This is an optimization exercise on Yosys and OpenROAD, whose aim is small area and a short achievable clock period, not a production implementation.
Only simulation tests tie the RTL to the original design; equivalence was not proved.
The clock input has no modelled driver; a real chip could not lean on it and would need a root buffer or a full tree.
Power and IR drop assume default switching activity.

==> flow/design.v <==
module nibble_mem (
    input  wire        clk,
    input  wire        rst_n,    
    input  wire [3:0]  din,
    input  wire        store,
    input  wire        next,
    input  wire        prev,
    output wire [3:0]  dout,
    output reg  [5:0]  addr
);
    reg store_ff1, store_ff2;
    reg next_ff1,  next_ff2;
    reg prev_ff1,  prev_ff2;
    wire store_p = store_ff1 & ~store_ff2;
    wire next_p  = next_ff1  & ~next_ff2;
    wire prev_p  = prev_ff1  & ~prev_ff2;
    reg up;      
    reg dn;      
    reg wr;      
    reg hold;    
    reg step;    
    reg dir;     
    always @(posedge clk or negedge rst_n) begin
        if (!rst_n) begin
            store_ff1 <= 1'b0; store_ff2 <= 1'b0;
            next_ff1  <= 1'b0; next_ff2  <= 1'b0;
            prev_ff1  <= 1'b0; prev_ff2  <= 1'b0;
            up <= 1'b0;
            dn <= 1'b0;
            wr <= 1'b0;
            hold <= 1'b1;
            step <= 1'b0;
            dir  <= 1'b0;
        end else begin
            store_ff1 <= store; store_ff2 <= store_ff1;
            next_ff1  <= next;  next_ff2  <= next_ff1;
            prev_ff1  <= prev;  prev_ff2  <= prev_ff1;
            up <= store_p | next_p;
            dn <= prev_p & ~(store_p | next_p);
            wr <= store_p;
            hold <= ~(store_p | next_p | prev_p);
            step <= store_p | next_p | prev_p;
            if (store_p | next_p)
                dir <= 1'b1;
            else if (prev_p)
                dir <= 1'b0;
        end
    end
    always @(posedge clk or negedge rst_n) begin
        if (!rst_n)
            addr <= 6'd0;
        else if (step)
            addr <= dir ? addr + 6'd1 : addr - 6'd1;
    end
    reg       par;
    reg [3:0] pos [0:63];
    wire [3:0] pv  = {4{par}};
    wire [3:0] x0  = pos[0] ^ pv;             
    wire [3:0] d1  = pos[1] ^ pv;             
    wire [3:0] d63 = pos[63] ^ pv;            
    wire [3:0] w63 = (wr ? din : pos[0]) ^ pv;
    wire [3:0] src_up [0:63];    
    wire [3:0] src_dn [0:63];    
    genvar j;
    generate
        for (j = 1; j < 63; j = j + 1) begin : g_src
            assign src_up[j] = pos[j+1];
        end
        for (j = 2; j < 64; j = j + 1) begin : g_srd
            assign src_dn[j] = pos[j-1];
        end
    endgenerate
    assign src_up[63] = w63;
    assign src_dn[1]  = x0;
    assign src_up[0]  = 4'd0;    
    assign src_dn[0]  = 4'd0;    
    integer i;
    always @(posedge clk or negedge rst_n) begin
        if (!rst_n) begin
            par <= 1'b0;
            for (i = 0; i < 64; i = i + 1)
                pos[i] <= 4'd0;
        end else begin
            par <= ~par;
            pos[0] <= up ? d1 : dn ? d63 : pos[0];
            for (i = 1; i < 64; i = i + 1)
                pos[i] <= ~((pos[i] & {4{hold}}) | (src_up[i] & {4{up}}) | (src_dn[i] & {4{dn}}));
        end
    end
    assign dout = pos[0];
endmodule
clock: 4.0 ns
lec_check: 0
cap_margin: 20
core_margin: 2
core_utilization: 35
cts_cluster_diameter: 100
cts_cluster_size: 30
setup_slack_margin: 2.4
slew_margin: 60
standard.sh (not shown) runs the stock make flow with config.mk's settings and CLKGATE_MAP_FILE= SYNTH_SCRIPT=/design/flow/synth_recipe.tcl, a recipe that flattens the netlist after the stock synthesis.
==> flow/flow/run.sh <==
#!/bin/bash
# Layout flow: the standard ORFS flow (standard synthesis unchanged), with
#  - plain buffers (buf_2) on the ports instead of the default port buffer choice,
#  - resizing not restricted to the same cell footprint,
#  - CTS without dummy loads and with larger sink clusters,
#  - repair aimed at a tighter period than the design's (setup margin).
# Each make run writes its full output to a log file in this folder.
set -euo pipefail
export BUFFER_PORTS_ARGS="-buffer_cell sky130_fd_sc_hd__buf_2"
export CTS_ARGS="-sink_clustering_enable -repair_clock_nets -dont_use_dummy_load -sink_clustering_size 30 -sink_clustering_max_diameter 100"
bash standard.sh MATCH_CELL_FOOTPRINT=0 finish > make_finish.log 2>&1
Edit:
--- a/flow/flow/run.sh
+++ b/flow/flow/run.sh
@@ -6,2 +5,0 @@
-#  - repair aimed at a tighter period than the design's (setup margin).
-# Each make run writes its full output to a log file in this folder.
@@ -10,0 +9,3 @@
+R=orfs/results/sky130hd/nibble_mem/base
+bash standard.sh MATCH_CELL_FOOTPRINT=0 cts > make_cts.log 2>&1
+ODB_IN=$R/4_cts.odb ODB_OUT=$R/4_cts.odb openroad -no_init -exit flow/rmroot.tcl > rmroot.log 2>&1
==> flow/flow/rmroot.tcl (new file) <==
read_db $::env(ODB_IN)
set block [ord::get_db_block]
set clk_net [[$block findBTerm clk] getNet]
set its [$clk_net getITerms]
if {[llength $its] == 1} {
  set root [[lindex $its 0] getInst]
  set out_net [[$root findITerm X] getNet]
  set loads {}
  foreach it [$out_net getITerms] { if {[$it getInst] ne $root} { lappend loads $it } }
  if {[llength $loads] <= 4 && [llength [$out_net getBTerms]] == 0} {
    foreach it $loads { $it disconnect; $it connect $clk_net }
    [$root findITerm A] disconnect
    [$root findITerm X] disconnect
    puts "rmroot: removed [$root getName], clk now feeds [llength $loads] pins"
    odb::dbInst_destroy $root
    odb::dbNet_destroy $out_net
  }
}
write_db $::env(ODB_OUT)
=>
- The changed run ran to the end with no violations
- design area is lower by 0.34%
- register-to-register slack improves by 130 ps
- cell count is about the same
- total power is lower by 1.3%
- global-route usage barely changes
- die area does not change
- non-clock buffer count shrinks by 2
- worst setup slack improves by 130 ps
Edit:
--- a/flow/config.mk
+++ b/flow/config.mk
@@ -14 +14 @@
-export SLEW_MARGIN = 60
+export SLEW_MARGIN = 20
Outcome: Synthesized area stays the same; power barely changes; global-route usage went up by 0.11 points; via count fell slightly; final cell count falls slightly.

## static timing again, ports no longer ideal
In the flow no input, the clock included, has a driving cell. The finished layouts below were timed again as built, in two steps. Step 1: set_driving_cell puts a clkbuf_16 on clk and a buf_2 on each other input, an assumption about the parent block. Step 2 also shifts input and output timing later by t, the mid clock arrival at the registers, as if the neighbouring blocks saw the same clock. Slacks: ideal / step 1 / step 2; pairs: ideal / step 1.
run	t, ns	setup slack, ns	hold WS [ns]	worst register clock-pin slew, ns	pins driven straight from the clock port
the first run	0.498	2.131 / 2.090 / 2.215	0.155 / 0.183 / 0.380	0.11 / 0.11	1
the second run	0.383	2.258 / 2.202 / 2.343	0.289 / 0.302 / 0.381	0.11 / 0.11	2
the third run	0.385	2.247 / 2.188 / 2.264	0.356 / 0.372 / 0.381	0.11 / 0.11	2
After both steps setup and hold are still met in every run listed. Setup slack includes reset recovery checks.
